This design comes from an exercise in tuning for small area on the open sky130 flow, not from production work.
Where RTL was checked, it was by simulation tests only, not by an equivalence proof against the original.
For run 1, only the layout was checked, not whether the RTL still works.
Power is estimated from default activity; no workload was simulated.

[design.v]
module    Prgm_Counter(clk, reset, PCsrc, offset, PCreg);
input                 PCsrc, clk, reset;
input         [7 : 0] offset;
output    reg [7 : 0] PCreg;
wire          [8 : 0] sum = {PCreg, 1'b1} + {(PCsrc ? offset : 8'd0), 1'b1};
always@(posedge clk, negedge reset)
begin
    if (reset == 0)
        PCreg <= 8'd0;
    else
        PCreg <= sum[8 : 1];
end
endmodule
module ExecUnit (instr, r0, r1, r2, r3, r4, r5, r6, r7, ALUin1, ALUin2, ALUout, storeN);
input		[15 : 0]	instr, r0, r1, r2, r3, r4, r5, r6, r7;
output		[15 : 0]	ALUin1, ALUin2, ALUout, storeN;
wire		[15 : 0]	portB;
wire		[3  : 0]	op		=	instr[3 : 0];
wire		[2  : 0]	rd		=	instr[6 : 4];
wire		[2  : 0]	rs1		=	instr[9 : 7];
wire		[2  : 0]	rs2		=	instr[12 : 10];
wire		[2  : 0]	sh		=	instr[15 : 13];
wire		[5  : 0]	imm		=	instr[15 : 10];
wire					isSw	=	(op == 4'd8);
wire					useImm	=	(op == 4'd5 || op == 4'd6 || op == 4'd7 || op == 4'd8);
wire					useSh	=	(op == 4'd1 || op == 4'd2);
wire		[7  : 0]	selA, selB;
genvar k;
generate
	for (k = 0; k < 8; k = k + 1) begin : g_sel
		assign selA[k] = (rs1 == k);
		assign selB[k] = isSw ? (rd == k) : (rs2 == k);
	end
endgenerate
Mux8	MA (selA, r0, r1, r2, r3, r4, r5, r6, r7, ALUin1);
Mux8	MB (selB, r0, r1, r2, r3, r4, r5, r6, r7, portB);
assign storeN = ~portB;
assign ALUin2 = useSh ? {13'd0, sh} : useImm ? {10'd0, imm} : portB;
ALU		DP1	(op, ALUin1, ALUin2, sh, ALUout);
endmodule
module ALU (op, A, X, sh, ALUout);
    input		[3  : 0]	op;
    input		[15 : 0]	A, X;
    input		[2  : 0]	sh;
    output	reg	[15 : 0]	ALUout;
    wire		[15 : 0]	sum;
    Adder16		ADD	(A, X, sum);
    wire					left = ~op[1];
    wire		[15 : 0]	Arev, src, shr, shrRev;
    genvar i;
    generate
        for (i = 0; i < 16; i = i + 1) begin : g_rev
            assign Arev[i]   = A[15 - i];
            assign shrRev[i] = shr[15 - i];
        end
    endgenerate
    assign src = left ? Arev : A;
    assign shr = src >> sh;
    always@(*)
    begin
        case (op)
            4'd0, 4'd5, 4'd7, 4'd8:	ALUout = sum;
            4'd1:					ALUout = shrRev;
            4'd2:					ALUout = shr;
            4'd3:					ALUout = A | X;
            4'd4:					ALUout = A & X;
            4'd6:					ALUout = X;
            default:				ALUout = 16'd0;
        endcase
    end
endmodule
module Adder16 (a, b, s);
    input		[15 : 0]	a, b;
    output		[15 : 0]	s;
    wire		[15 : 0]	g = a & b;
    wire		[15 : 0]	p = a ^ b;
    wire		[15 : 0]	G1, P1, G2, P2, G3, P3;
    wire		[15 : 0]	C;
    genvar i;
    generate
        for (i = 0; i < 16; i = i + 1) begin : g_l1
            if (i % 2 == 1) begin : g_o
                assign G1[i] = g[i] | (p[i] & g[i-1]);
                assign P1[i] = p[i] & p[i-1];
            end else begin : g_e
                assign G1[i] = g[i];
                assign P1[i] = p[i];
            end
        end
        for (i = 0; i < 16; i = i + 1) begin : g_l2
            if (i % 4 == 3) begin : g_o
                assign G2[i] = G1[i] | (P1[i] & G1[i-2]);
                assign P2[i] = P1[i] & P1[i-2];
            end else begin : g_e
                assign G2[i] = G1[i];
                assign P2[i] = P1[i];
            end
        end
        for (i = 0; i < 16; i = i + 1) begin : g_l3
            if (i % 8 == 7) begin : g_o
                assign G3[i] = G2[i] | (P2[i] & G2[i-4]);
                assign P3[i] = P2[i] & P2[i-4];
            end else begin : g_e
                assign G3[i] = G2[i];
                assign P3[i] = P2[i];
            end
        end
    endgenerate
    assign C[0]  = g[0];
    assign C[1]  = G1[1];
    assign C[3]  = G2[3];
    assign C[7]  = G3[7];
    assign C[15] = G3[15] | (P3[15] & C[7]);
    assign C[11] = G2[11] | (P2[11] & C[7]);
    assign C[5]  = G1[5]  | (P1[5]  & C[3]);
    assign C[9]  = G1[9]  | (P1[9]  & C[7]);
    assign C[13] = G1[13] | (P1[13] & C[11]);
    generate
        for (i = 2; i < 16; i = i + 2) begin : g_l7
            assign C[i] = g[i] | (p[i] & C[i-1]);
        end
    endgenerate
    assign s = p ^ {C[14 : 0], 1'b0};
endmodule
module Control_Unit(inst_in, isJump, isSw, isLw, regWrite, useImm, useSh);
input		[15 : 0]	inst_in;
output					isJump, isSw, isLw, regWrite, useImm, useSh;
wire		[3  : 0]	op = inst_in[3 : 0];
assign isJump	= (op == 4'd9);
assign isSw		= (op == 4'd8);
assign isLw		= (op == 4'd7);
assign regWrite	= ~op[3];
assign useImm	= (op == 4'd5 || op == 4'd6 || op == 4'd7 || op == 4'd8);
assign useSh	= (op == 4'd1 || op == 4'd2);
endmodule
module DataPath (clk, reset, nextData, regDataIn);
input					clk, reset;
input		[15 : 0]	nextData;
output reg	[15 : 0]	regDataIn;
always@(posedge clk)
begin
	if (reset == 1)
		regDataIn	<=	nextData;
end
endmodule
module Word (clk, reset, we, d, q);
parameter	[15 : 0]	INIT = 16'd0;
input					clk, reset, we;
input		[15 : 0]	d;
output reg	[15 : 0]	q;
always@(posedge clk, negedge reset)
begin
	if (reset == 0)
		q	<=	INIT;
	else if (we)
		q	<=	d;
end
endmodule
module RegFile (clk, reset, wa, we, wd, r0, r1, r2, r3, r4, r5, r6, r7);
input					clk, reset, we;
input		[2  : 0]	wa;
input		[15 : 0]	wd;
output		[15 : 0]	r0, r1, r2, r3, r4, r5, r6, r7;
wire		[7  : 0]	wsel;
genvar w;
generate
	for (w = 0; w < 8; w = w + 1) begin : g_ws
		assign wsel[w] = we && (wa == w);
	end
endgenerate
Word	W0 (clk, reset, wsel[0], wd, r0);
Word	W1 (clk, reset, wsel[1], wd, r1);
Word	W2 (clk, reset, wsel[2], wd, r2);
Word	W3 (clk, reset, wsel[3], wd, r3);
Word	W4 (clk, reset, wsel[4], wd, r4);
Word	W5 (clk, reset, wsel[5], wd, r5);
Word	W6 (clk, reset, wsel[6], wd, r6);
Word	W7 (clk, reset, wsel[7], wd, r7);
endmodule
module Mux8 (s, i0, i1, i2, i3, i4, i5, i6, i7, y);
input		[7  : 0]	s;
input		[15 : 0]	i0, i1, i2, i3, i4, i5, i6, i7;
output		[15 : 0]	y;
assign y =	({16{s[0]}} & i0) | ({16{s[1]}} & i1) | ({16{s[2]}} & i2) | ({16{s[3]}} & i3) |
			({16{s[4]}} & i4) | ({16{s[5]}} & i5) | ({16{s[6]}} & i6) | ({16{s[7]}} & i7);
endmodule
module DataMem (clk, reset, addr, we, wd, rdata, m0, m1, m2, m3, m4, m5, m6, m7);
input					clk, reset, we;
input		[15 : 0]	addr, wd;
output reg	[15 : 0]	rdata;
output		[15 : 0]	m0, m1, m2, m3, m4, m5, m6, m7;
localparam	[511 : 0]	DMEM_RESET = {
	{19{16'd0}},
	16'd4, 16'd3, 16'd2, 16'd1, 16'd5,	 
	16'd5, 16'd12, 16'd8, 16'd3,		 
	16'd6, 16'd1, 16'd2, 16'd4			 
};
wire					inRange	=	(addr[15 : 5] == 11'd0);
wire		[31 : 0]	sel;
wire		[511 : 0]	mem;
genvar w;
generate
	for (w = 0; w < 32; w = w + 1) begin : g_w
		assign sel[w] = (addr[4 : 0] == w);
		Word #(.INIT(DMEM_RESET[16*w +: 16])) W (clk, reset, we && inRange && sel[w], wd, mem[16*w +: 16]);
	end
endgenerate
assign m0 = mem[  0 +: 16];
assign m1 = mem[ 16 +: 16];
assign m2 = mem[ 32 +: 16];
assign m3 = mem[ 48 +: 16];
assign m4 = mem[ 64 +: 16];
assign m5 = mem[ 80 +: 16];
assign m6 = mem[ 96 +: 16];
assign m7 = mem[112 +: 16];
integer k;
always@(*)
begin
	rdata = 16'd0;
	for (k = 0; k < 32; k = k + 1)
		rdata = rdata | (mem[16*k +: 16] & {16{sel[k]}});
	rdata = inRange ? rdata : 16'd0;
end
endmodule
module	CPU(clk, reset, instr, pc, reg0, reg1, reg2, reg3, reg4, reg5, reg6, reg7, dataMemValue0, dataMemValue1, dataMemValue2, dataMemValue3, dataMemValue4, dataMemValue5, dataMemValue6, dataMemValue7, ALUout, ALUin1, ALUin2, regDataIn);
output	[15 : 0]	reg0, reg1, reg2, reg3, reg4, reg5, reg6, reg7, dataMemValue0, dataMemValue1, dataMemValue2, dataMemValue3, dataMemValue4, dataMemValue5, dataMemValue6, dataMemValue7, ALUout, ALUin1, ALUin2, regDataIn;
input				clk, reset;
input	[15 : 0]	instr;
output	[7  : 0]	pc;
wire	[3  : 0]	op		=	instr[3 : 0];
wire	[2  : 0]	rd		=	instr[6 : 4];
wire	[2  : 0]	rs1		=	instr[9 : 7];
wire	[2  : 0]	rs2		=	instr[12 : 10];
wire	[2  : 0]	sh		=	instr[15 : 13];
wire	[5  : 0]	imm		=	instr[15 : 10];
wire				isJump, isSw, isLw, regWrite, useImm, useSh;
Control_Unit	C2	(instr, isJump, isSw, isLw, regWrite, useImm, useSh);
Prgm_Counter	C1	(clk, reset, isJump, instr[11 : 4], pc);
wire	[15 : 0]	nextData;
wire	[15 : 0]	r0, r1, r2, r3, r4, r5, r6, r7;
RegFile			RF	(clk, reset, rd, regWrite, nextData, r0, r1, r2, r3, r4, r5, r6, r7);
assign {reg0, reg1, reg2, reg3, reg4, reg5, reg6, reg7} = {r0, r1, r2, r3, r4, r5, r6, r7};
wire	[15 : 0]	storeN;
ExecUnit		EX	(instr, r0, r1, r2, r3, r4, r5, r6, r7, ALUin1, ALUin2, ALUout, storeN);
wire	[15 : 0]	memRead;
DataMem			DM	(clk, reset, ALUout, isSw, ~storeN, memRead,
					 dataMemValue0, dataMemValue1, dataMemValue2, dataMemValue3,
					 dataMemValue4, dataMemValue5, dataMemValue6, dataMemValue7);
assign				nextData	=	isLw ? memRead : ALUout;
DataPath		RDI	(clk, reset, nextData, regDataIn);
endmodule
[flow/run.sh]
#!/bin/bash
# Standard ORFS layout with these changes:
# - synthesis maps logic with ABC scripts of its own (flow/patch_synth.py):
#   an area-oriented one for most of the design, delay-oriented ones for the
#   register reads, operand selection and ALU;
# - no full-adder extraction before ABC (ADDER_MAP_FILE empty);
# - the ports are buffered with the smallest buffer cell.
# Every tool's output goes to ORFS's logs under orfs/logs and to standard_make.log.
set -euo pipefail
W=$(pwd)
rm -rf "$W/scripts_mod"
cp -r "$FLOW_HOME/scripts" "$W/scripts_mod"
cp "$W/flow/abc_area.script" "$W/flow/abc_fast.script" "$W/flow/abc_add.script" "$W/scripts_mod/"
python3 "$W/flow/patch_synth.py" "$W/scripts_mod/synth.tcl"
bash "$W/standard.sh" "SCRIPTS_DIR=$W/scripts_mod" "ADDER_MAP_FILE=" \
  "BUFFER_PORTS_ARGS=-buffer_cell sky130_fd_sc_hd__buf_1" finish > "$W/standard_make.log" 2>&1
[flow/abc_add.script]
strash
dch -f
map
topo
[flow/abc_area.script]
strash
dch -f
&get -n
&nf -R 1000 -p
&put
topo
[flow/abc_fast.script]
strash
dch -f
&get -n
&nf -p
&put
topo
[flow/patch_synth.py]
# Patch the copied ORFS synth.tcl so that ABC maps three parts of the design
# with different scripts (all copied beside synth.tcl):
#   Adder16  (the ALU's adder)                      abc_add.script  (delay)
#   ExecUnit (register reads, operands, ALU)        abc_fast.script (delay)
#   the rest (register file, data memory, PC, ...)  abc_area.script (area)
# Adder16 and ExecUnit are kept as modules through synthesis only;
# synth_recipe.tcl flattens the design afterwards.
import sys
path = sys.argv[1]
s = open(path).read()
a = "hierarchy -check -top $::env(DESIGN_NAME)\n"
assert a in s
s = s.replace(a, a + "setattr -mod -set keep_hierarchy 1 ExecUnit Adder16\n", 1)
b = "  log_cmd abc {*}$abc_args\n"
assert b in s
s = s.replace(b,
    "  set fast_args [lreplace $abc_args 1 1 $::env(SCRIPTS_DIR)/abc_fast.script]\n"
    "  set add_args [lreplace $abc_args 1 1 $::env(SCRIPTS_DIR)/abc_add.script]\n"
    "  log_cmd abc {*}$abc_args $::env(DESIGN_NAME)\n"
    "  log_cmd abc {*}$fast_args ExecUnit\n"
    "  log_cmd abc {*}$add_args Adder16\n", 1)
open(path, "w").write(s)
[standard.sh]
#!/bin/bash
# synth_recipe.tcl (not shown) runs the flow's synth.tcl, then flattens the netlist and writes it again
# the make line also repeats each setting of config.mk as NAME=value (left out here)
make -C /OpenROAD-flow-scripts/flow DESIGN_CONFIG=/design/flow/config.mk WORK_HOME=/design/flow/orfs CLKGATE_MAP_FILE= SYNTH_SCRIPT=/design/flow/synth_recipe.tcl "${@:-finish}"
[config.mk]
export PLATFORM = sky130hd
export DESIGN_NAME = CPU
export DESIGN_NICKNAME = CPU
export VERILOG_FILES = /design/flow/design.v
export SDC_FILE = /design/flow/constraint.sdc
export NUM_CORES = 4
export LEC_CHECK = 0
export ABC_AREA = 1
export CAP_MARGIN = 20
export CORE_MARGIN = 2
export CORE_UTILIZATION = 40
export SETUP_SLACK_MARGIN = 0.05
export SLEW_MARGIN = 20
[constraint.sdc]
create_clock -name core_clock -period 7.0 [get_ports {clk}]
set_input_delay 1.4000 -clock core_clock [delete_from_list [all_inputs] [get_ports {clk}]]
set_output_delay 1.4000 -clock core_clock [all_outputs]
set_load 0.01 [all_outputs]
==> results of run 1 <==
-- per-module statistics from Yosys (local to each module, per instance) --
module,cells,cell area (um^2),flip-flops and latches,copies in the design
Adder16,110,611.8,0,1
CPU,2446,25820,664,1
ExecUnit,442,3137,0,1
-- worst max-delay path, stage by stage --
cell and delay [ns]:
buf_8 0.10, nor4b_4 0.28, buf_6 0.20, buf_8 0.14
mux2i_4 0.32, buf_6 0.19, nor3_4 0.06, buf_6 0.14
buf_4 0.16, a22o_1 0.21, nor3_4 0.22, buf_12 0.16
nor2_4 0.04, or2_4 0.23, and2_4 0.14, nand2_1 0.05
nor2_1 0.05, nor2_2 0.20, a21oi_4 0.10, o21bai_4 0.18
o2bb2ai_2 0.11, nand2_1 0.06, a222oi_1 0.37, o311ai_2 0.18
buf_4 0.18, buf_6 0.11
-- metal layers --
metal | vias to the layer above | global-route usage | routed length [um]
li1 | 13254 | - | -
met1 | 14876 | 0.4533 | 51290
met2 | 1726 | 0.5297 | 60340
met3 | 375 | 0.06468 | 12820
met4 | 2 | 0.1720 | 7499
met5 | - | 0 | 10
-- state kept, by name, indices dropped and copies added, names as in the netlist --
| register | cells |
|---|---|
| RF.W6.q | 16 |
| RF.W2.q | 16 |
| RF.W7.q | 16 |
| RF.W3.q | 16 |
| DM.g_w.W.q | 512 |
| RF.W0.q | 16 |
| RF.W4.q | 16 |
| RF.W1.q | 16 |
| RF.W5.q | 16 |
| RDI.regDataIn | 16 |
| C1.PCreg | 8 |
-- how the worst min path moves through the flow --
stage                           start                end  slack, ns  cells past startpoint
floorplan           DM.g_w[11].W.q[0]  DM.g_w[11].W.q[0]       0.48                      2
global placement     DM.g_w[9].W.q[0]   DM.g_w[9].W.q[0]       0.49                      2
detailed placement   DM.g_w[9].W.q[0]   DM.g_w[9].W.q[0]       0.49                      2
CTS                  DM.g_w[9].W.q[0]   DM.g_w[9].W.q[0]       0.50                      2
global route         DM.g_w[8].W.q[2]   DM.g_w[8].W.q[2]       0.54                      2
finish              DM.g_w[10].W.q[1]  DM.g_w[10].W.q[1]       0.51                      2
-- area by class of cell --
| cell class | count | area (um^2) |
|---|---|---|
| Timing Repair Buffer | 924 | 6738 |
| Clock inverter | 32 | 397.9 |
| Sequential cell | 664 | 16720 |
| Inverter | 35 | 131.4 |
| Antenna cell | 2 | 5.005 |
| Clock buffer | 100 | 2088 |
| Multi-Input combinational cell | 2299 | 13680 |
| Tap cell | 959 | 1200 |
| Fill cell | 6495 | 32130 |
-- kinds of logic (layout without fill, tap and decap cells) --
family                   after synthesis  in the layout  share of synthesized area
AO/OA/AOI/OAI                       1121           1121                     0.2315
XOR/XNOR                              31             31                   0.009182
adder cells (fa/ha/maj)                3              3                   0.001016
buffers and inverters                 35           1091                   0.004443
flip-flops                           664            664                     0.5654
multiplexers                          44             44                    0.02196
other                                  0              2                          0
AND/OR/NAND/NOR                     1100           1100                     0.1664
-- power by group through the flow --
stage / Sequential (mW) / Combinational [mW] / Clock (mW)
after floorplan: 5.09 / 1.28 / 0
after global placement: 5.14 / 3.28 / 0
after detailed placement: 5.14 / 3.34 / 0
after CTS: 5.08 / 3.38 / 4.02
after global routing: 5.15 / 3.77 / 4.19
final: 5.11 / 3.53 / 3.99
-- what timing repair did --
action | CTS | global route
resized for setup | 46 | 83
cloned | 0 | 2
setup endpoints to repair | 652 | 653
buffers inserted | 12 | 18
pin swaps | 22 | 41
-- cells in the final DEF, fill, tap and decap left out, drive strengths merged, types with 4 or more instances in the layout --
| cell type | Yosys | layout |
|---|---|---|
| buf | 0 | 918 |
| dfrtp | 629 | 629 |
| nor2 | 570 | 570 |
| a21oi | 542 | 542 |
| a22oi | 256 | 256 |
| nand2 | 204 | 204 |
| o21ai | 160 | 160 |
| clkbuf | 0 | 105 |
| nand4 | 88 | 88 |
| a22o | 70 | 70 |
| nand3 | 61 | 61 |
| clkinv | 35 | 58 |
| a221oi | 48 | 48 |
| nor2b | 42 | 42 |
| nor3 | 33 | 33 |
| dfstp | 19 | 19 |
| xor2 | 18 | 18 |
| mux2 | 17 | 17 |
| and2 | 17 | 17 |
| or4 | 17 | 17 |
| edfxtp | 16 | 16 |
| mux4 | 15 | 15 |
| o2111ai | 14 | 14 |
| xnor2 | 13 | 13 |
| and3 | 12 | 12 |
| mux2i | 12 | 12 |
| nor4 | 12 | 12 |
| nand2b | 11 | 11 |
| nor3b | 9 | 9 |
| and3b | 5 | 5 |
| o211ai | 5 | 5 |
| bufinv | 0 | 4 |
| o21bai | 4 | 4 |
| or2b | 4 | 4 |
| inv | 0 | 4 |
==> results.json, run 1 <==
{
  "status": "failed layout checks",
  "violations": "negative setup slack",
  "crit_path_start": "instr[2]",
  "synth_edf_count": 16,
  "holdCritPathClass": "reg2reg",
  "routed_wirelength_um": 132000,
  "timing.hold.ws_ns": 0.5057,
  "fin_setup_tns_ns": -0.03522,
  "drive_gt1_frac": 0.2247,
  "total_power_mw": 12.63,
  "worst_setup_path_end_kind": "primary output",
  "initial_utilization": 0.4046,
  "yosysSeqAreaShare": 0.5654,
  "nets": 4015,
  "synth_nets": 3016,
  "final_util": 0.5604,
  "dp_cells": 4849,
  "setup_violations": 1,
  "r2r_cells": 19,
  "cp.arrival_ns": 5.64,
  "syn_inst": 2998,
  "vdd_drop_max_mv": 0.2056,
  "die_y_um": 275.9,
  "dp_slack_ns": -0.9625,
  "yosysMostFrequentCell": "dfrtp_1",
  "slew_headroom": 0.3639,
  "worst_pin_slew_ns": 0.9489,
  "period_minus_slack_ns": 7.035,
  "netlist_top_cells_area": "dfrtp_1 53%, a21oi_1 9.2%, nor2_1 7.2%",
  "cts_buffers": 73,
  "core_um2": 73080,
  "cts_max_level": 3,
  "drt_iter0_markers": 3097,
  "ios": 346,
  "grt_pass1_wl_um": 190200,
  "postCtsHoldBufs": 0,
  "fp.dieArea_um2": 76120,
  "cts_root_buf": "clkbuf_16",
  "switching_share": 0.3590,
  "finalCritPeriodShare": 1.005,
  "first_pass_iters": 26,
  "combPwrFrac": 0.280,
  "gp_congestion": 1.011,
  "regToRegSetupSlack_ns": 1.32,
  "p_per_area_nw_per_um2": 308.4,
  "r2r-start": "RF.W0.q[0]",
  "grt_setup_unrepaired": "true",
  "clk_path_buf_depth": 3,
  "finClkSkew_ns": 0.04541,
  "synth_seq_cells": 664,
  "finalHoldViolations": 0,
  "worstSetupEndpoint": "ALUout[15]",
  "drc": 0,
  "r2r_end": "RDI.regDataIn[13]",
  "slew_violations": 0,
  "layout_setup_ws_ns": -0.03522,
  "dp_hpwl_um": 95090,
  "cts.sinks": 664,
  "routedWlPerCell_um": 26.31,
  "max-cap-violations": 0,
  "synth.avg_cell_area_um2": 9.863,
  "fmax_mhz": 142.1,
  "async_flop_share": 0.9759,
  "p_int_mw": 8.097,
  "leakage_nw": 18.36,
  "switchingPower_mw": 4.535,
  "portBuffers": 345,
  "synth_cell_types": 55,
  "grt_max_degree": 153,
  "syn_to_final_growth_pct": 38.51,
  "gr-usage-all-layers": 0.3396,
  "fin_area_um2": 40960,
  "vias_per_cell": 6.029,
  "place_area_um2": 37640,
  "ys.flop_type": "dfrtp_1",
  "yosysTopAreaCell": "dfrtp_1",
  "vias": 30233,
  "ys_top_cells_by_count": "629 x dfrtp_1, 570 x nor2_1, 542 x a21oi_1",
  "yosys.area.top_type_share": 0.5323,
  "grt_overflow": 0,
  "worstSkewPairLatency_ns": 0.67,
  "crit_path_start_kind": "input port",
  "cp.required_ns": 5.60,
  "yosys_warnings": 14,
  "drtAntennaViolNets": 0,
  "synth_area_um2": 29570,
  "path_class": "in2out",
  "antenna_found_initial": 1,
  "seqPwrFrac": 0.404,
  "path_max_fanout": 7,
  "pwr-share-clk": 0.316,
  "cts_tree": "built",
  "rows": 99,
  "grt_pass1_vias": 28442,
  "cts.clk_slew.worst_paths_ns": 0.06,
  "finalNonFillerCells": 5015,
  "die_w_um": 275.9
}
==> run 2, diff against run 1 <==
--- a/design.v
+++ b/design.v
@@ -12,7 +12,7 @@
 end
 endmodule
-module ExecUnit (instr, r0, r1, r2, r3, r4, r5, r6, r7, ALUin1, ALUin2, ALUout, storeN);
+module ExecUnit (instr, r0, r1, r2, r3, r4, r5, r6, r7, ALUin1, ALUin2, ALUout, storeN, memAddr);
 input		[15 : 0]	instr, r0, r1, r2, r3, r4, r5, r6, r7;
-output		[15 : 0]	ALUin1, ALUin2, ALUout, storeN;
+output		[15 : 0]	ALUin1, ALUin2, ALUout, storeN, memAddr;
 wire		[15 : 0]	portB;
 wire		[3  : 0]	op		=	instr[3 : 0];
@@ -37,13 +37,16 @@
 assign storeN = ~portB;
 assign ALUin2 = useSh ? {13'd0, sh} : useImm ? {10'd0, imm} : portB;
-ALU		DP1	(op, ALUin1, ALUin2, sh, ALUout);
-endmodule
-module ALU (op, A, X, sh, ALUout);
+ALU		DP1	(op, ALUin1, portB, imm, sh, ALUout, memAddr);
+endmodule
+module ALU (op, A, B, imm, sh, ALUout, sumI);
     input		[3  : 0]	op;
-    input		[15 : 0]	A, X;
+    input		[15 : 0]	A, B;
+    input		[5  : 0]	imm;
     input		[2  : 0]	sh;
     output	reg	[15 : 0]	ALUout;
-    wire		[15 : 0]	sum;
-    Adder16		ADD	(A, X, sum);
+    output		[15 : 0]	sumI;
+    wire		[15 : 0]	sumB;
+    Adder16		ADD	(A, B, sumB);
+    assign sumI = A + {10'd0, imm};
     wire					left = ~op[1];
     wire		[15 : 0]	Arev, src, shr, shrRev;
@@ -60,10 +63,11 @@
     begin
         case (op)
-            4'd0, 4'd5, 4'd7, 4'd8:	ALUout = sum;
+            4'd0:					ALUout = sumB;
+            4'd5, 4'd7, 4'd8:		ALUout = sumI;
             4'd1:					ALUout = shrRev;
             4'd2:					ALUout = shr;
-            4'd3:					ALUout = A | X;
-            4'd4:					ALUout = A & X;
-            4'd6:					ALUout = X;
+            4'd3:					ALUout = A | B;
+            4'd4:					ALUout = A & B;
+            4'd6:					ALUout = {10'd0, imm};
             default:				ALUout = 16'd0;
         endcase
@@ -241,8 +245,8 @@
 RegFile			RF	(clk, reset, rd, regWrite, nextData, r0, r1, r2, r3, r4, r5, r6, r7);
 assign {reg0, reg1, reg2, reg3, reg4, reg5, reg6, reg7} = {r0, r1, r2, r3, r4, r5, r6, r7};
-wire	[15 : 0]	storeN;
-ExecUnit		EX	(instr, r0, r1, r2, r3, r4, r5, r6, r7, ALUin1, ALUin2, ALUout, storeN);
+wire	[15 : 0]	storeN, memAddr;
+ExecUnit		EX	(instr, r0, r1, r2, r3, r4, r5, r6, r7, ALUin1, ALUin2, ALUout, storeN, memAddr);
 wire	[15 : 0]	memRead;
-DataMem			DM	(clk, reset, ALUout, isSw, ~storeN, memRead,
+DataMem			DM	(clk, reset, memAddr, isSw, ~storeN, memRead,
 					 dataMemValue0, dataMemValue1, dataMemValue2, dataMemValue3,
 					 dataMemValue4, dataMemValue5, dataMemValue6, dataMemValue7);
--- a/flow/run.sh
+++ b/flow/run.sh
@@ -5,5 +5,6 @@
 #   register reads, operand selection and ALU;
 # - no full-adder extraction before ABC (ADDER_MAP_FILE empty);
-# - the ports are buffered with the smallest buffer cell.
+# - the ports are buffered with the smallest buffer cell;
+# - the clock tree uses larger sink clusters of clkbuf_16 and no dummy loads.
 # Every tool's output goes to ORFS's logs under orfs/logs and to standard_make.log.
 set -euo pipefail
@@ -14,3 +15,4 @@
 python3 "$W/flow/patch_synth.py" "$W/scripts_mod/synth.tcl"
 bash "$W/standard.sh" "SCRIPTS_DIR=$W/scripts_mod" "ADDER_MAP_FILE=" \
-  "BUFFER_PORTS_ARGS=-buffer_cell sky130_fd_sc_hd__buf_1" finish > "$W/standard_make.log" 2>&1
+  "BUFFER_PORTS_ARGS=-buffer_cell sky130_fd_sc_hd__buf_1" \
+  "CTS_ARGS=-sink_clustering_enable -repair_clock_nets -dont_use_dummy_load -sink_clustering_size 24 -sink_clustering_max_diameter 120 -sink_clustering_buffer sky130_fd_sc_hd__clkbuf_16 -buf_list {sky130_fd_sc_hd__clkbuf_8 sky130_fd_sc_hd__clkbuf_16}" finish > "$W/standard_make.log" 2>&1
--- a/config.mk
+++ b/config.mk
@@ -9,5 +9,5 @@
 export CAP_MARGIN = 20
 export CORE_MARGIN = 2
-export CORE_UTILIZATION = 40
-export SETUP_SLACK_MARGIN = 0.05
+export CORE_UTILIZATION = 45
+export SETUP_SLACK_MARGIN = 0.1
 export SLEW_MARGIN = 20
==> run 2 against run 1 <==
The run now finishes clean. Synthesized cell count up 2.3%. Combinational power decreased by 35%. Critical path depth fell by 3. Final cell count down 5.8%. Clock power decreased by 47%. Sequential cell count unchanged. Global-route usage grew 4.9 points. Count of clock-buffer cells in the layout down 66. Sequential share of layout area up 3.5 points. Largest cell class unchanged. Largest power group unchanged.
==> results.json, run 2 <==
{
  "routedWlPerCell_um": 29.00,
  "worst_setup_path_end_kind": "primary output",
  "ys_top_cells_by_count": "629 x dfrtp_1, 573 x nor2_1, 559 x a21oi_1",
  "portBuffers": 345,
  "synth_area_um2": 30090,
  "crit_path_start_kind": "input port",
  "p_per_area_nw_per_um2": 244.2,
  "vias_per_cell": 6.345,
  "rows": 94,
  "netlist_top_cells_area": "dfrtp_1 52%, a21oi_1 9.3%, nor2_1 7.1%",
  "gp_congestion": 0.9427,
  "min_to": "DM.g_w[12].W.q[2]",
  "synth_nets": 3086,
  "drt_iter0_markers": 3654,
  "core_um2": 65980,
  "nets": 3880,
  "ios": 346,
  "layout_commonest_cell": "dfrtp_1",
  "syn_to_final_growth_pct": 25.45,
  "cp.arrival_ns": 5.46,
  "dp_slack_ns": 0.004110,
  "grt_pass1_wl_um": 197900,
  "fmax_mhz": 145.8,
  "syn_inst": 3068,
  "gr-usage-met3": 0.05407,
  "routed_wirelength_um": 137000,
  "status": "no timing/DRC/antenna violations",
  "synth_edf_count": 16,
  "synth_seq_cells": 664,
  "async_flop_share": 0.9759,
  "first_pass_iters": 8,
  "finClkSkew_ns": 0.05460,
  "crit_buf_inv": 6,
  "total_power_mw": 9.217,
  "leakage_nw": 16.85,
  "dp_hpwl_um": 99910,
  "gr-usage-all-layers": 0.3885,
  "dp_cells": 4668,
  "cp_slowest_cell": "mux2_2",
  "finalHoldViolations": 0,
  "grt_pass1_vias": 28606,
  "cts.clk_slew.worst_paths_ns": 0.07,
  "final_util": 0.5721,
  "yosysTopAreaCell": "dfrtp_1",
  "drc": 0,
  "regToRegSetupSlack_ns": 1.58,
  "yosysSeqAreaShare": 0.5557,
  "worstHoldStart": "DM.g_w[12].W.q[2]",
  "postCtsHoldBufs": 0,
  "regMostFlops": "DM.g_w.W.q",
  "drive_gt1_frac": 0.1567,
  "max-cap-violations": 0,
  "vdd_drop_max_mv": 0.2229,
  "clk_path_buf_depth": 3,
  "slew_headroom": 0.3111,
  "synth_cell_types": 60,
  "grt_overflow": 0,
  "fin_area_um2": 37750,
  "busiest_layer": "met2",
  "die_w_um": 262.6,
  "drtAntennaViolNets": 0,
  "yosys.area.top_type_share": 0.5231,
  "finalNonFillerCells": 4724,
  "use_met1": 0.4945,
  "period_minus_slack_ns": 6.859,
  "ys.flop_type": "dfrtp_1",
  "initial_utilization": 0.4560,
  "die_y_um": 262.6,
  "cts_buffers": 34,
  "final_cell_mix": "629 x dfrtp_1, 568 x nor2_1, 556 x a21oi_1, 344 x buf_4, 336 x buf_1",
  "r2r_end": "RDI.regDataIn[1]",
  "hold_path_depth": 2,
  "setup_violations": 0,
  "r2r_cells": 19,
  "antenna_found_initial": 0,
  "largest_reg_flops": 512,
  "antennaDiodeCount": 0,
  "r2r-start": "RF.W7.q[0]",
  "synth.avg_cell_area_um2": 9.808,
  "critPathTopFamily": "simple AND/OR/NAND/NOR gates",
  "fin_setup_tns_ns": 0,
  "layout_setup_ws_ns": 0.1405,
  "cp_cell_sequence": "buf_8 -> nor4b_4 -> buf_12 -> mux2_2 -> nor3_2 -> buf_6 -> buf_4 -> a22oi_1 -> nand4_1 -> or2b_2 -> nand2_1 -> nand3_2 -> a21oi_4 -> buf_6 -> o21bai_4 -> a21oi_2 -> o21bai_1 -> nand3_1 -> nand2_1 -> a32oi_1 -> o21ai_1 -> a221o_1 -> buf_2",
  "grt_setup_unrepaired": "true",
  "yosys_warnings": 14,
  "path_max_fanout": 10,
  "cts_max_level": 2,
  "vias": 29976,
  "cts_tree": "built",
  "path_class": "in2out",
  "cts_root_buf": "clkbuf_16",
  "cp.required_ns": 5.60,
  "grtUsageMet2": 0.6413,
  "fp.dieArea_um2": 68950,
  "worst_pin_slew_ns": 1.033,
  "finalCritPeriodShare": 0.9799,
  "timing.hold.ws_ns": 0.5156,
  "grt_max_degree": 171,
  "slowest_delay_ns": 0.38,
  "place_area_um2": 36450,
  "cts.sinks": 664,
  "holdCritPathClass": "reg2reg",
  "worstSkewPairLatency_ns": 0.60,
  "yosysMostFrequentCell": "dfrtp_1",
  "slew_violations": 0
}
==> run 2: changes by cell type after synthesis, moves of 11 or more <==
cell       before  now
a21oi_1       542  559
a22o_1         70   49
a22oi_1       256  283
clkinv_1       35   47
mux2i_1        12   23
nand4_1        88   37
nor4bb_1        1   16
o2111ai_1      14    0
==> run 2: area by class of cell <==
type | count | area [um^2]
Clock buffer | 34 | 850.8
Multi-Input combinational cell | 2357 | 13720
Sequential cell | 664 | 16720
Timing Repair Buffer | 758 | 5205
Inverter | 47 | 176.4
Fill cell | 5848 | 28230
Tap cell | 864 | 1081
==> run 2: cells by family after synthesis <==
kind of cell	share of synthesized area
compound gates	0.2411
xor+xnor	0.01252
fa+ha+maj	0.001331
buf+inv	0.005863
flops	0.5557
mux	0.01776
simple gates	0.1658
==> run 2: routing by layer <==
layer	share of wire	up-vias
met1	0.38	14906
met5	0	-
met3	0.080	377
met4	0.065	0
li1	-	13011
met2	0.48	1682
==> run 2: worst max path at each step <==
stage                  start  slack [ns]    endpoint  cells after the start
finish              instr[1]        0.14  ALUout[15]                     23
floorplan           instr[0]        0.07  ALUout[11]                     17
detailed placement  instr[1]       0.004   ALUout[7]                     23
global route        instr[1]      -0.008   ALUout[5]                     23
global placement    instr[1]        0.03   ALUout[7]                     21
CTS                 instr[0]        0.12   ALUout[6]                     23
==> run 2: what timing repair did <==
item,CTS,global route
hold endpoints to repair,0,0
endpoints found under the setup margin,4,11
setup buffers,7,14
resized for setup,21,57
pin swaps,11,28
==> run 2: power by group <==
group | leakage, nW | internal, mW | switching (mW)
Sequential | 9.03 | 4.39 | 0.443
Combinational | 7.41 | 0.826 | 1.45
Clock | 0.419 | 0.874 | 1.23
Total | 16.9 | 6.09 | 3.12
==> run 2: worst min-delay path, delay by kind of cell (launching register included) <==
kind               cells  cell delay [ns]
AOI/OAI and AO/OA      1             0.05
DFF                    1             0.37
and+or+nand+nor        1             0.09
==> run 2: per-module statistics from Yosys (local to each module, per instance) <==
| module | copies in the design | cells inside | area [um^2] |
|---|---|---|---|
| Adder16 | 1 | 110 | 611.8 |
| CPU | 1 | 2446 | 25810 |
| ExecUnit | 1 | 512 | 3667 |
==> run 3, diff against run 2 <==
--- a/config.mk
+++ b/config.mk
@@ -9,5 +9,6 @@
 export CAP_MARGIN = 20
 export CORE_MARGIN = 2
-export CORE_UTILIZATION = 45
+export CORE_UTILIZATION = 50
+export GPL_TIMING_DRIVEN = 0
 export SETUP_SLACK_MARGIN = 0.1
 export SLEW_MARGIN = 20
==> run 3 against run 2 <==
Clock skew fell by 0.0096 ns. Sequential power fell by 1%. Maximum frequency fell by 3.2%. Hold slack got worse by 0.0050 ns. Critical endpoint is now ALUout[11]. Design area fell by 0.60%. Via count fell by 0.41%. Worst setup slack got worse by 0.23 ns. Wire length fell by 0.78%. Final cell count fell by 5.5%. Clock power fell by 3%. Now fails the layout checks on negative setup slack. Core utilization rose by 6.1 points.
==> results.json, run 3 <==
{
  "max-cap-violations": 0,
  "regToRegSetupSlack_ns": 1.21,
  "synth_area_um2": 30090,
  "yosys.area.top_type_share": 0.5231,
  "rows": 89,
  "clk_path_buf_depth": 3,
  "finalCritPeriodShare": 1.013,
  "largest_reg_flops": 512,
  "path_class": "in2out",
  "synth_nets": 3086,
  "async_flop_share": 0.9759,
  "regMostFlops": "DM.g_w.W.q",
  "core_um2": 59240,
  "final_cell_mix": "629 x dfrtp_1, 565 x nor2_1, 553 x a21oi_1, 329 x buf_1, 251 x a22oi_1",
  "ys.flop_type": "dfrtp_1",
  "finClkSkew_ns": 0.04505,
  "gr-usage-all-layers": 0.4246,
  "fin_area_um2": 37520,
  "nets": 3708,
  "grt_overflow": 0,
  "routedWlPerCell_um": 30.43,
  "grt_pass1_wl_um": 193700,
  "synth_edf_count": 16,
  "netlist_top_cells_area": "dfrtp_1 52%, a21oi_1 9.3%, nor2_1 7.1%",
  "cts_buffers": 31,
  "yosysMostFrequentCell": "dfrtp_1",
  "dp_slack_ns": -2.385,
  "hold_path_depth": 2,
  "violations": "negative setup slack",
  "vias_per_cell": 6.684,
  "gp_congestion": 0.9831,
  "vias": 29852,
  "routed_wirelength_um": 135900,
  "p_per_area_nw_per_um2": 242.4,
  "fp.dieArea_um2": 62160,
  "first_pass_iters": 6,
  "grt_pass1_vias": 27923,
  "worstSetupEndpoint": "ALUout[11]",
  "postCtsHoldBufs": 0,
  "cp.arrival_ns": 5.69,
  "slew_headroom": 0.2532,
  "r2r-start": "RF.W7.q[3]",
  "finalHoldViolations": 0,
  "drc": 0,
  "setup_violations": 3,
  "drt_iter0_markers": 3155,
  "synth_cell_types": 60,
  "synth_seq_cells": 664,
  "crit_path_start_kind": "input port",
  "fill_cells": 4937,
  "drtAntennaViolNets": 0,
  "cts_max_level": 1,
  "r2r_cells": 15,
  "period_minus_slack_ns": 7.089,
  "worstSkewPairLatency_ns": 0.67,
  "vdd_drop_max_mv": 0.2145,
  "antenna_found_initial": 12,
  "syn_to_final_growth_pct": 24.70,
  "place_area_um2": 34890,
  "slew_violations": 0,
  "status": "failed layout checks",
  "crit_path_start": "instr[2]",
  "cts_tree": "built",
  "layout_setup_ws_ns": -0.08915,
  "multi_input_area_um2": 14400,
  "path_max_fanout": 7,
  "leakage_nw": 16.32,
  "r2r_end": "RDI.regDataIn[15]",
  "initial_utilization": 0.5079,
  "layout_commonest_cell": "dfrtp_1",
  "dp_hpwl_um": 90830,
  "cts_root_buf": "clkbuf_16",
  "cts.sinks": 664,
  "die_w_um": 249.3,
  "holdCritPathClass": "reg2reg",
  "grt_setup_unrepaired": "true",
  "portBuffers": 345,
  "worst_pin_slew_ns": 1.119,
  "drive_gt1_frac": 0.1426,
  "synth.avg_cell_area_um2": 9.808,
  "timing.hold.ws_ns": 0.5107,
  "ios": 346,
  "yosys_warnings": 14,
  "grt_max_degree": 47,
  "cts.clk_slew.worst_paths_ns": 0.09,
  "seqCellArea_um2": 16720,
  "syn_inst": 3068,
  "fmax_mhz": 141.1,
  "die_y_um": 249.3,
  "cp.required_ns": 5.60,
  "yosysSeqAreaShare": 0.5557,
  "ys_top_cells_by_count": "629 x dfrtp_1, 573 x nor2_1, 559 x a21oi_1",
  "worst_setup_path_end_kind": "primary output",
  "yosysTopAreaCell": "dfrtp_1"
}
run 3: cells by family after synthesis:
group                      count (synthesis)  synth area share
AOI/OAI and AO/OA                       1180            0.2411
and+or+nand+nor                         1090            0.1658
DFF                                      664            0.5557
buffers and inverters                     47          0.005863
xor gates and xnor gates                  43           0.01252
muxes                                     40           0.01776
adders and majority gates                  4          0.001331
run 3: critical path, cell delays in order:
cell and delay, ns:
buf_12 0.10, nor4b_4 0.27, buf_6 0.17, buf_12 0.12, mux2i_4 0.27, buf_6 0.14, nor3_4 0.05, buf_8 0.17
a22o_1 0.23, a221oi_4 0.23, and3_4 0.32, clkinv_4 0.06, or2b_4 0.25, nand2_2 0.07, nand4_1 0.15, a21oi_4 0.26
nor2_4 0.06, o21ai_2 0.17, a21boi_1 0.09, xor2_1 0.20, a222oi_1 0.39, nand3_1 0.25, buf_2 0.21
run 3: worst min path at each step:
stage | startpoint | to
floorplan | DM.g_w[11].W.q[1] | DM.g_w[11].W.q[1]
global placement | DM.g_w[11].W.q[0] | DM.g_w[11].W.q[0]
detailed placement | DM.g_w[9].W.q[0] | DM.g_w[9].W.q[0]
CTS | DM.g_w[9].W.q[0] | DM.g_w[9].W.q[0]
global route | DM.g_w[10].W.q[1] | DM.g_w[10].W.q[1]
finish | DM.g_w[9].W.q[0] | DM.g_w[9].W.q[0]
run 3: timing repair:
item | CTS | global route
cloned | 9 | 3
pin swaps | 48 | 30
resized for setup | 139 | 58
endpoints found under the setup margin | 685 | 393
buffers inserted | 73 | 26
run 3: where the power goes:
group          switching (mW)  internal (mW)  leakage (nW)
Combinational            1.52          0.758          6.91
Sequential              0.394           4.39          9.03
Clock                    1.24          0.788         0.382
run 3: final cells by class:
type	count	share of cell area
Tap cell	773	0.02578
Inverter	47	0.005235
Antenna cell	5	0.0003335
Timing Repair Buffer	580	0.1187
Clock buffer	31	0.02067
Multi-Input combinational cell	2366	0.3836
Sequential cell	664	0.4456
run 3: through the flow:
stage / std cells / total power [mW] / utilization / setup TNS [ns]
3_5_place_dp: 4317 / 6.847 / 0.5889 / -757.38
3_3_place_gp: 4186 / 6.622 / 0.5469 / -
6_report: 4466 / 9.094 / 0.6334 / -0.1775
5_1_grt: 4462 / 9.417 / 0.6332 / -0.7917
4_1_cts: 4430 / 8.974 / 0.6240 / -0.01793
2_1_floorplan: 3068 / 5.816 / - / 0
run 3: routing by layer:
layer | global-route usage | routed length [um] | share of wire | vias to the layer above
met3 | 0.1002 | 14620 | 0.11 | 497
met1 | 0.5396 | 49850 | 0.37 | 14705
met2 | 0.6603 | 60930 | 0.45 | 1952
met5 | 0 | 78 | 0.00057 | -
met4 | 0.2623 | 10420 | 0.077 | 10
li1 | - | - | - | 12688
run 3: Yosys stat by module, one instance, submodules excluded:
module | cells inside | flops+latches | area, um^2 | times used
Adder16 | 110 | 0 | 611.8 | 1
CPU | 2446 | 664 | 25810 | 1
ExecUnit | 512 | 0 | 3667 | 1
==> run 4, diff against run 3 <==
--- a/config.mk
+++ b/config.mk
@@ -10,5 +10,4 @@
 export CORE_MARGIN = 2
 export CORE_UTILIZATION = 50
-export GPL_TIMING_DRIVEN = 0
 export SETUP_SLACK_MARGIN = 0.1
 export SLEW_MARGIN = 20
==> run 4 against run 3 <==
Now clean on timing, DRC and antenna. Combinational power down 4%. Sequential cell count unchanged. Maximum frequency up 4.1%. Worst setup slack better by 0.28 ns. Critical path type unchanged.
==> results.json, run 4 <==
{
  "crit_path_start_kind": "input port",
  "vdd_drop_max_mv": 0.2621,
  "synth.area.mux_share": 0.01776,
  "layout_setup_ws_ns": 0.1884,
  "synth_cell_types": 60,
  "worst_pin_slew_ns": 1.235,
  "dp_cells": 4525,
  "antennaDiodeCount": 0,
  "grt_pass1_wl_um": 191700,
  "netlist_top_cells_area": "dfrtp_1 52%, a21oi_1 9.3%, nor2_1 7.1%",
  "cp_slowest_cell": "a2111o_1",
  "switchingPower_mw": 3.109,
  "async_flop_share": 0.9759,
  "routed_wirelength_um": 131500,
  "worstSkewPairLatency_ns": 0.61,
  "synth-compound-area-share": 0.2411,
  "p_int_mw": 6.028,
  "gr-usage-all-layers": 0.4170,
  "synth_edf_count": 16,
  "fmax_mhz": 146.8,
  "p_per_area_nw_per_um2": 247.2,
  "dp_hpwl_um": 96030,
  "cts_root_buf": "clkbuf_16",
  "synth_xor_area_frac": 0.01252,
  "portBuffers": 345,
  "yosys.area.top_type_share": 0.5231,
  "setup_violations": 0,
  "place_area_um2": 35830,
  "synth_top_family_by_area": "compound AO/OA/AOI/OAI gates",
  "slew_violations": 0,
  "critPathTopFamily": "compound AO/OA/AOI/OAI gates",
  "yosysTopAreaCell": "dfrtp_1",
  "cts_max_level": 2,
  "ys_top_cells_by_count": "629 x dfrtp_1, 573 x nor2_1, 559 x a21oi_1",
  "fin_area_um2": 36960,
  "final_cell_mix": "629 x dfrtp_1, 566 x nor2_1, 554 x a21oi_1, 335 x buf_1, 293 x buf_4",
  "fp.dieArea_um2": 62160,
  "slowest_delay_ns": 0.52,
  "cts_buffers": 34,
  "crit_buf_inv": 6,
  "ios": 346,
  "seqPwrFrac": 0.529,
  "drc": 0,
  "holdCritPathClass": "reg2reg",
  "finalNonFillerCells": 4564,
  "clk_path_buf_depth": 3,
  "path_max_fanout": 8,
  "combPwrFrac": 0.239,
  "synth.avg_cell_area_um2": 9.808,
  "synthAdderAreaFrac": 0.001331,
  "drtAntennaViolNets": 0,
  "dp_slack_ns": -0.1427,
  "status": "no timing/DRC/antenna violations",
  "syn_inst": 3068,
  "cp_cell_sequence": "clkbuf_4 -> nor4b_4 -> buf_12 -> mux2i_1 -> buf_4 -> nor3_2 -> buf_6 -> buf_4 -> a22oi_2 -> nand2_1 -> a2111o_1 -> xor2_2 -> a31o_2 -> o21bai_4 -> a21oi_2 -> o21bai_1 -> o2bb2ai_1 -> nand2_1 -> a32oi_1 -> o21ai_1 -> a221o_1 -> buf_2",
  "finalHoldViolations": 0,
  "first_pass_iters": 6,
  "slew_headroom": 0.1718,
  "leakage_nw": 16.45,
  "rows": 89,
  "multi_input_area_um2": 13730,
  "cts_tree": "built",
  "drive_gt1_frac": 0.1432,
  "synth_area_um2": 30090,
  "nets": 3811,
  "vias_per_cell": 6.572,
  "yosys.area_share.simple": 0.1658,
  "gp_congestion": 1.009,
  "cts.sinks": 664,
  "total_power_mw": 9.137,
  "finalCritPeriodShare": 0.9731,
  "cts.clk_slew.worst_paths_ns": 0.09,
  "seqCellArea_um2": 16720,
  "die_y_um": 249.3,
  "finClkSkew_ns": 0.06930,
  "vias": 29993,
  "layout_commonest_cell": "dfrtp_1",
  "worst_setup_path_end_kind": "primary output",
  "grt_setup_unrepaired": "false",
  "yosysMostFrequentCell": "dfrtp_1",
  "synth_nets": 3086,
  "grt_pass1_vias": 28231,
  "initial_utilization": 0.5079,
  "regMostFlops": "DM.g_w.W.q",
  "drt_iter0_markers": 3378,
  "antenna_found_initial": 1,
  "syn_to_final_growth_pct": 22.82,
  "switching_share": 0.3403,
  "grt_max_degree": 169,
  "path_class": "in2out",
  "max-cap-violations": 0,
  "largest_reg_flops": 512,
  "ys.flop_type": "dfrtp_1",
  "core_um2": 59240,
  "pwr-share-clk": 0.232,
  "die_w_um": 249.3,
  "synth_seq_cells": 664,
  "routedWlPerCell_um": 28.80,
  "postCtsHoldBufs": 0,
  "grt_overflow": 0,
  "cp.required_ns": 5.60,
  "yosysSeqAreaShare": 0.5557,
  "cp.arrival_ns": 5.41,
  "period_minus_slack_ns": 6.812,
  "yosys_warnings": 14,
  "final_util": 0.6238,
  "fill_cells": 5041
}
## run 4: worst paths after layout
| kind | from | to | slack [ns] | cells past startpoint |
|---|---|---|---|---|
| hold / removal | DM.g_w[8].W.q[0] | DM.g_w[8].W.q[0] | 0.51 | 2 |
| setup reg to reg | RF.W4.q[3] | RDI.regDataIn[4] | 1.37 | 16 |
| hold reg to reg | DM.g_w[8].W.q[0] | DM.g_w[8].W.q[0] | 0.51 | 2 |
| setup / recovery | instr[1] | ALUout[15] | 0.19 | 22 |
| max in group asynchronous | reset | DM.g_w[3].W.q[5] | 4.85 | 2 |
| min in group asynchronous | reset | RF.W3.q[15] | 0.83 | 1 |
## run 4: power by group through the flow
stage / combinational, mW / clock [mW] / sequential (mW)
final: 2.18 / 2.12 / 4.83
after global routing: 2.34 / 2.26 / 4.89
after CTS: 2.11 / 2.13 / 4.82
after detailed placement: 2.10 / 0 / 4.90
after global placement: 2.05 / 0 / 4.87
after floorplan: 0.970 / 0 / 4.85
## run 4: logic make-up after synthesis
family | after synthesis
DFF | 664
buffers and inverters | 47
xor gates and xnor gates | 43
AOI/OAI and AO/OA | 1180
muxes | 40
adders and majority gates | 4
and+or+nand+nor | 1090
## run 4: layout make-up
cell class                 instances  area share
tap                              773     0.02617
timing repair buffer             689      0.1222
multi-input combinational       2357      0.3714
clock buffer                      34     0.02302
sequential                       664      0.4524
inverter                          47    0.004774
## run 4: metal layers
layer	share of wire	vias to the layer above	wire length, um	track usage
met4	0.074	0	9724	0.2540
met5	0	-	0	0
met3	0.091	432	11910	0.07628
met2	0.46	1747	60950	0.6645
li1	-	12894	-	-
met1	0.37	14920	48880	0.5321
## run 4: stage by stage
stage	setup TNS, ns	hold slack (ns)
floorplan	0	0.4813
global placement	-9.080	0.4904
detailed placement	-26.55	0.4915
CTS	0	0.5092
global route	0	0.5280
finish	0	0.5127
## run 4: timing repair
action | 4_1_cts | 5_1_grt
gates resized for setup | 6 | 71
pin swaps | 3 | 27
buffers inserted | 1 | 4
setup endpoints to repair | 5 | 10
## run 4: Yosys stat by module, one instance, submodules excluded
module	cells inside	flip-flops and latches	area, um^2
Adder16	110	0	611.8
ExecUnit	512	0	3667
CPU	2446	664	25810
## run 4: tightest hold or removal path: stages, from the launching register on
cell and delay [ns]:
dfstp_2 0.38, nor2_1 0.09, a21oi_1 0.04
==> run 5, diff against run 4 <==
--- a/config.mk
+++ b/config.mk
@@ -10,4 +10,4 @@
 export CORE_MARGIN = 2
 export CORE_UTILIZATION = 50
-export SETUP_SLACK_MARGIN = 0.1
+export SETUP_SLACK_MARGIN = 0.03
 export SLEW_MARGIN = 20
==> run 5 against run 4 <==
Synthesized cell count unchanged. Hold slack worse by 0.0045 ns. Wire length up 0.41%. Maximum frequency down 0.14%. Clock power about the same. Global-route usage up 0.23 points. Count of clock-buffer cells in the layout unchanged. Register-to-register slack better by 0.03 ns. Critical endpoint is now ALUout[11]. Die area unchanged. Largest cell class unchanged. Total power down 0.71%.
==> results.json, run 5 <==
{
  "syn_to_final_growth_pct": 21.29,
  "worstHoldStart": "DM.g_w[8].W.q[2]",
  "cp.required_ns": 5.60,
  "fmax_mhz": 146.6,
  "dp_hpwl_um": 95500,
  "path_max_fanout": 7,
  "cp_common_cell": "buf_4",
  "cts_root_buf": "clkbuf_16",
  "drc": 0,
  "gr-usage-all-layers": 0.4193,
  "layout_setup_ws_ns": 0.1785,
  "synth.area.mux_share": 0.01776,
  "r2r-start": "RF.W7.q[0]",
  "synth_xor_area_frac": 0.01252,
  "grt_overflow": 0,
  "finalCritPeriodShare": 0.9745,
  "drive_gt1_frac": 0.1292,
  "ys_top_cells_by_count": "629 x dfrtp_1, 573 x nor2_1, 559 x a21oi_1",
  "worst_pin_slew_ns": 1.173,
  "synth-compound-area-share": 0.2411,
  "routed_wirelength_um": 132000,
  "cts_buffers": 34,
  "cts.clk_slew.worst_paths_ns": 0.10,
  "cts_max_level": 2,
  "synth_area_um2": 30090,
  "largest_reg_flops": 512,
  "vdd_drop_max_mv": 0.2319,
  "synth_cell_types": 60,
  "netlist_top_cells_area": "dfrtp_1 52%, a21oi_1 9.3%, nor2_1 7.1%",
  "drt_iter0_markers": 3435,
  "yosysTopAreaCell": "dfrtp_1",
  "vias_per_cell": 6.590,
  "slowest_delay_ns": 0.48,
  "yosysSeqAreaShare": 0.5557,
  "grt_setup_unrepaired": "true",
  "slew_headroom": 0.2174,
  "synth_seq_cells": 664,
  "slew_violations": 0,
  "total_power_mw": 9.073,
  "synth_edf_count": 16,
  "vias": 29844,
  "r2r_end": "RDI.regDataIn[13]",
  "drtAntennaViolNets": 0,
  "regToRegSetupSlack_ns": 1.40,
  "worstSkewPairLatency_ns": 0.60,
  "routedWlPerCell_um": 29.15,
  "layout_commonest_cell": "dfrtp_1",
  "yosys.area_share.simple": 0.1658,
  "path_class": "in2out",
  "cp_cell_sequence": "clkbuf_2 -> nor4b_4 -> buf_6 -> mux2i_1 -> buf_4 -> nor3_2 -> a22o_1 -> a221oi_2 -> and3_4 -> clkinv_1 -> or2b_2 -> nand2_1 -> nand4_1 -> a21oi_1 -> buf_4 -> nor2_1 -> o21ai_1 -> a21boi_1 -> xor2_1 -> a222oi_1 -> nand3_1 -> buf_2",
  "first_pass_iters": 8,
  "initial_utilization": 0.5079,
  "grt_max_degree": 167,
  "nets": 3774,
  "fp.dieArea_um2": 62160,
  "crit_path_start_kind": "input port",
  "synth.avg_cell_area_um2": 9.808,
  "holdCritPathClass": "reg2reg",
  "p_per_area_nw_per_um2": 248.6,
  "yosysMostFrequentCell": "dfrtp_1",
  "dp_slack_ns": -0.02997,
  "crit_path_start": "instr[1]",
  "finalHoldViolations": 0,
  "syn_inst": 3068,
  "finClkSkew_ns": 0.09596,
  "portBuffers": 345,
  "core_um2": 59240,
  "die_w_um": 249.3,
  "cp_slowest_cell": "nor3_2",
  "final_util": 0.6161,
  "synth_top_family_by_area": "compound AO/OA/AOI/OAI gates",
  "worst_setup_path_end_kind": "primary output",
  "yosys_warnings": 14,
  "cp.arrival_ns": 5.42,
  "ys.flop_type": "dfrtp_1",
  "clk_path_buf_depth": 3,
  "die_y_um": 249.3,
  "setup_violations": 0,
  "worstSetupEndpoint": "ALUout[11]",
  "cts.sinks": 664,
  "rows": 89,
  "status": "no timing/DRC/antenna violations",
  "antenna_found_initial": 6,
  "synthAdderAreaFrac": 0.001331,
  "final_cell_mix": "629 x dfrtp_1, 568 x nor2_1, 557 x a21oi_1, 338 x buf_1, 283 x a22oi_1",
  "r2r_cells": 17,
  "leakage_nw": 16.21,
  "period_minus_slack_ns": 6.821,
  "gp_congestion": 1.002,
  "ios": 346,
  "cts_tree": "built",
  "grt_pass1_vias": 28482,
  "yosys.area.top_type_share": 0.5231,
  "max-cap-violations": 0,
  "grt_pass1_wl_um": 192100,
  "synth_nets": 3086,
  "regMostFlops": "DM.g_w.W.q",
  "async_flop_share": 0.9759
}
## run 5: cell type report
| class | count | area [um^2] |
|---|---|---|
| flip-flops and latches | 664 | 16720 |
| multi-input cells | 2357 | 13590 |
| inverters | 47 | 176.4 |
| well taps | 773 | 967.2 |
| repair buffers | 652 | 4190 |
| diodes | 2 | 5.005 |
| fillers | 5075 | 22750 |
| clock buffers | 34 | 850.8 |
## run 5: logic make-up after synthesis
family	count (synthesis)
simple gates	1090
buf+inv	47
flops	664
fa+ha+maj	4
compound gates	1180
mux	40
xor+xnor	43
## run 5: timing repair
item | in CTS | in global routing
resized for setup | 0 | 35
buffers inserted | 0 | 1
hold buffers | 0 | 0
endpoints found under the setup margin | 0 | 9
## run 5: stage by stage
stage,cells,hold WS (ns),instance area (um^2),TNS [ns]
after floorplan,3068,0.4813,30140,0
after global placement,4492,0.4894,35520,-0.04466
after detailed placement,4492,0.4948,35530,-0.1465
after CTS,4526,0.5088,36380,0
after global routing,4528,0.5248,36490,-0.05795
final,4529,0.5082,36500,0
## run 5: how the worst min path moves through the flow
stage	to	cells past startpoint
2_1_floorplan	DM.g_w[11].W.q[1]	2
3_3_place_gp	DM.g_w[12].W.q[2]	2
3_5_place_dp	DM.g_w[8].W.q[2]	2
4_1_cts	DM.g_w[8].W.q[2]	2
5_1_grt	DM.g_w[8].W.q[0]	2
6_report	DM.g_w[8].W.q[2]	2
## run 5: worst max-delay path: cells and delay by family
family	cells	cell delay, ns
compound gates	6	1.05
buf+inv	6	0.96
mux	1	0.08
xor+xnor	1	0.15
simple gates	8	1.76
## run 5: modules after synthesis, one instance, submodules excluded
| module | times used | cell area (um^2) |
|---|---|---|
| ExecUnit | 1 | 3667 |
| Adder16 | 1 | 611.8 |
| CPU | 1 | 25810 |
## run 5: layer usage
metal  part of all wire  vias to the layer above  track usage
li1                   -                    12806            -
met1               0.37                    14663       0.5333
met2               0.46                     1878       0.6569
met3              0.095                      491      0.07785
met4              0.080                        6       0.2818
met5            0.00030                        -            0
## run 5: power breakdown
part / switching (mW) / leakage, nW / total [mW] / internal (mW)
combinational: 1.41 / 6.77 / 2.13 / 0.724
clock: 1.23 / 0.419 / 2.10 / 0.874
sequential: 0.448 / 9.03 / 4.84 / 4.39
==> run 6, diff against run 5 <==
--- a/config.mk
+++ b/config.mk
@@ -9,5 +9,5 @@
 export CAP_MARGIN = 20
 export CORE_MARGIN = 2
-export CORE_UTILIZATION = 50
-export SETUP_SLACK_MARGIN = 0.03
+export CORE_UTILIZATION = 60
+export SETUP_SLACK_MARGIN = 0.1
 export SLEW_MARGIN = 20
==> run 6 against run 5 <==
Count of clock-buffer cells in the layout shrank 3. Synthesized area is the same. Combinational power is essentially flat. Design area shrank 1.3%. Maximum frequency grew 1.0%. Non-clock buffer count shrank 34. Wire length shrank 1.6%. Register-to-register slack lost 0.24 ns. Clock skew shrank 0.050 ns. Synthesized cell count is the same. Final cell count shrank 3.0%. Hold slack is essentially flat. Critical path type unchanged. Largest cell class unchanged. Largest power group unchanged.
==> results.json, run 6 <==
{
  "status": "no timing/DRC/antenna violations",
  "r2r_cells": 16,
  "yosysTopAreaCell": "dfrtp_1",
  "setup_violations": 0,
  "synth_edf_count": 16,
  "synth.avg_cell_area_um2": 9.808,
  "dp_slack_ns": 0.07154,
  "finalCritPeriodShare": 0.9649,
  "min_to": "DM.g_w[8].W.q[0]",
  "vdd_drop_max_mv": 0.2456,
  "hold_path_depth": 2,
  "vias_per_cell": 7.045,
  "cts_buffers": 31,
  "yosys.area.top_type_share": 0.5231,
  "cts_tree": "built",
  "finClkSkew_ns": 0.04595,
  "ys_top_cells_by_count": "629 x dfrtp_1, 573 x nor2_1, 559 x a21oi_1",
  "drt_iter0_markers": 4295,
  "layout_commonest_cell": "dfrtp_1",
  "fmax_mhz": 148.1,
  "yosysMostFrequentCell": "dfrtp_1",
  "regToRegSetupSlack_ns": 1.16,
  "ios": 346,
  "max-cap-violations": 0,
  "cts.sinks": 664,
  "fin_setup_tns_ns": 0,
  "first_pass_iters": 9,
  "synth_seq_cells": 664,
  "drc": 0,
  "final_cell_mix": "629 x dfrtp_1, 567 x nor2_1, 555 x a21oi_1, 341 x buf_1, 277 x a22oi_1",
  "largest_reg_flops": 512,
  "period_minus_slack_ns": 6.754,
  "grt_max_degree": 194,
  "slew_violations": 0,
  "grt_setup_unrepaired": "true",
  "p_per_area_nw_per_um2": 249.7,
  "holdCritPathClass": "reg2reg",
  "dp_hpwl_um": 92370,
  "cp.arrival_ns": 5.35,
  "ys.flop_type": "dfrtp_1",
  "cp.required_ns": 5.60,
  "fp.dieArea_um2": 51960,
  "gr-usage-all-layers": 0.4947,
  "die_w_um": 227.9,
  "r2r-start": "RF.W7.q[0]",
  "cts_root_buf": "clkbuf_16",
  "async_flop_share": 0.9759,
  "worst_setup_path_end_kind": "primary output",
  "synth_area_um2": 30090,
  "core_um2": 49860,
  "dp_cells": 4351,
  "clk_path_buf_depth": 3,
  "yosysSeqAreaShare": 0.5557,
  "slew_headroom": 0.2930,
  "finalHoldViolations": 0,
  "cp_slowest_cell": "a221o_1",
  "gp_congestion": 1.086,
  "routed_wirelength_um": 129800,
  "initial_utilization": 0.6035,
  "yosys_warnings": 14,
  "synth_nets": 3086,
  "grt_pass1_wl_um": 192300,
  "vias": 30950,
  "worstHoldStart": "DM.g_w[8].W.q[0]",
  "rows": 82,
  "cp_cell_sequence": "buf_1 -> nor4b_4 -> buf_12 -> mux2_4 -> and3_1 -> buf_6 -> a22o_1 -> a221oi_2 -> and3_4 -> clkinv_1 -> nor2_1 -> o21ai_2 -> nand3_2 -> nand2_1 -> a31oi_2 -> o21ai_1 -> xor2_1 -> a222oi_1 -> o21ai_0 -> a221o_1 -> buf_1",
  "worst_pin_slew_ns": 1.052,
  "crit_buf_inv": 5,
  "antenna_found_initial": 7,
  "path_class": "in2out",
  "regMostFlops": "DM.g_w.W.q",
  "cts_max_level": 1,
  "grt_pass1_vias": 29992,
  "critPathTopFamily": "compound AO/OA/AOI/OAI gates",
  "cts.clk_slew.worst_paths_ns": 0.09,
  "cp_common_cell": "buf_1",
  "layout_setup_ws_ns": 0.2458,
  "routedWlPerCell_um": 29.56,
  "syn_inst": 3068,
  "timing.hold.ws_ns": 0.5085,
  "finalNonFillerCells": 4393,
  "slowest_delay_ns": 0.40,
  "synth_cell_types": 60,
  "netlist_top_cells_area": "dfrtp_1 52%, a21oi_1 9.3%, nor2_1 7.1%",
  "leakage_nw": 16.06,
  "worstSkewPairLatency_ns": 0.66,
  "drtAntennaViolNets": 0,
  "nets": 3738,
  "path_max_fanout": 6,
  "r2r_end": "RDI.regDataIn[1]",
  "syn_to_final_growth_pct": 19.66,
  "die_y_um": 227.9,
  "portBuffers": 345,
  "cp_num_cells": 21,
  "crit_path_start_kind": "input port",
  "drive_gt1_frac": 0.1248,
  "postCtsHoldBufs": 0,
  "grt_overflow": 0
}
[run 6: cell types whose count changed in the layout (fill, tap and decap cells not counted), moves of 5 or more]
cell      change
a22oi_1       -6
a22oi_2       +6
buf_12       -17
buf_4        -22
clkinv_1      -5
[run 6: stage by stage]
stage | area [um^2] | util | total power, mW
after global routing | 36000 | 0.7219 | 9.291
final | 36000 | 0.7221 | 8.989
after detailed placement | 34890 | 0.6997 | 6.945
after global placement | 34860 | 0.6990 | 6.819
after CTS | 35680 | 0.7155 | 8.833
after floorplan | 30140 | - | 5.816
[run 6: cell families after synthesis]
group | count (synthesis) | synth area share
AND/OR/NAND/NOR | 1090 | 0.1658
AO/OA/AOI/OAI | 1180 | 0.2411
buffers and inverters | 47 | 0.005863
XOR/XNOR | 43 | 0.01252
flip-flops | 664 | 0.5557
multiplexers | 40 | 0.01776
adder cells (fa/ha/maj) | 4 | 0.001331
[run 6: repair_timing]
| action | CTS | global route |
|---|---|---|
| resized for setup | 2 | 68 |
| setup buffers | 1 | 5 |
| endpoints found under the setup margin | 3 | 10 |
| gates cloned | 0 | 1 |
| pin swaps | 1 | 23 |
[run 6: worst max path at each step]
stage	to	start	slack, ns
after CTS	ALUout[15]	instr[0]	0.09
after floorplan	ALUout[11]	instr[0]	0.07
final	ALUout[7]	instr[0]	0.25
after global placement	ALUout[15]	instr[1]	0.07
after global routing	ALUout[15]	instr[0]	0.04
after detailed placement	ALUout[15]	instr[0]	0.07
[run 6: modules after synthesis (local to each module, per instance)]
module / cell area (um^2) / flops+latches / copies in the design
Adder16: 611.8 / 0 / 1
CPU: 25810 / 664 / 1
ExecUnit: 3667 / 0 / 1
[run 6: layer usage]
metal	track usage	wire (um)	part of all wire
met4	0.3629	12240	0.094
met2	0.7470	56810	0.44
met1	0.6093	43610	0.34
met5	0	55	0.00042
met3	0.1453	17140	0.13
[run 6: layout make-up]
| class | count | area (um^2) |
|---|---|---|
| Fill cell | 3632 | 13860 |
| Tap cell | 672 | 840.8 |
| Multi-Input combinational cell | 2358 | 13730 |
| Clock buffer | 31 | 775.7 |
| Timing Repair Buffer | 618 | 3754 |
| Inverter | 47 | 180.2 |
| Sequential cell | 664 | 16720 |
| Antenna cell | 3 | 7.507 |
[run 6: power by group]
group / total, mW / internal, mW / switching, mW / leakage, nW
sequential: 4.85 / 4.39 / 0.456 / 9.03
combinational: 2.16 / 0.725 / 1.44 / 6.65
clock: 1.98 / 0.787 / 1.19 / 0.382
total: 8.99 / 5.91 / 3.08 / 16.1
[run 6: worst reg2reg max path, stage by stage (launching register included)]
cell	delay [ns]
dfrtp_1	0.49
and4_1	0.24
a2111oi_0	0.43
buf_4	0.20
a21boi_0	0.25
a211o_1	0.36
and2_0	0.20
xor2_1	0.38
nand2b_1	0.41
nor4_2	0.14
buf_4	0.23
a221oi_1	0.54
nand3_1	0.48
or4_1	0.72
a22oi_1	0.19
buf_4	0.22
clkinv_1	0.11

-- static timing again, ports no longer ideal --
No port has a modelled driver above. Below, the same layouts with a new extraction and two added sets of constraints. Step 1 (the two cells are an assumption about what drives the block):
set clk [get_ports {clk}]
set_driving_cell -lib_cell sky130_fd_sc_hd__clkbuf_16 $clk
set_driving_cell -lib_cell sky130_fd_sc_hd__buf_2 [delete_from_list [all_inputs] $clk]
Step 2 times the ports against the registers' clock, not the clock port: input delays grow and output delays shrink by t, the midpoint of the rising clock arrivals with the driver on. a / b / c = ideal / step 1 / step 2; a / b = the first two.
run | t, ns | setup WS [ns] | clock arrival spread, ns | worst slew at a driven data input, ns
run 1 | 0.699 | -0.035 / -0.077 / -0.562 | 0.050 / 0.050 | 0.08
run 2 | 0.638 | 0.141 / 0.081 / 0.017 | 0.064 / 0.064 | 0.08
run 3 | 0.718 | -0.089 / -0.197 / -0.486 | 0.045 / 0.045 | 0.17
run 4 | 0.643 | 0.188 / 0.145 / -0.138 | 0.069 / 0.070 | 0.05
run 5 | 0.618 | 0.179 / 0.052 / -0.245 | 0.096 / 0.096 | 0.15
run 6 | 0.695 | 0.246 / 0.213 / -0.276 | 0.046 / 0.046 | 0.06
With both steps, setup timing fails in run 4, run 5 and run 6, where it was met with ideal ports. For run 1, which loses most, drivers alone change the setup slack by -0.042 ns; drivers and shift together by -0.527 ns.
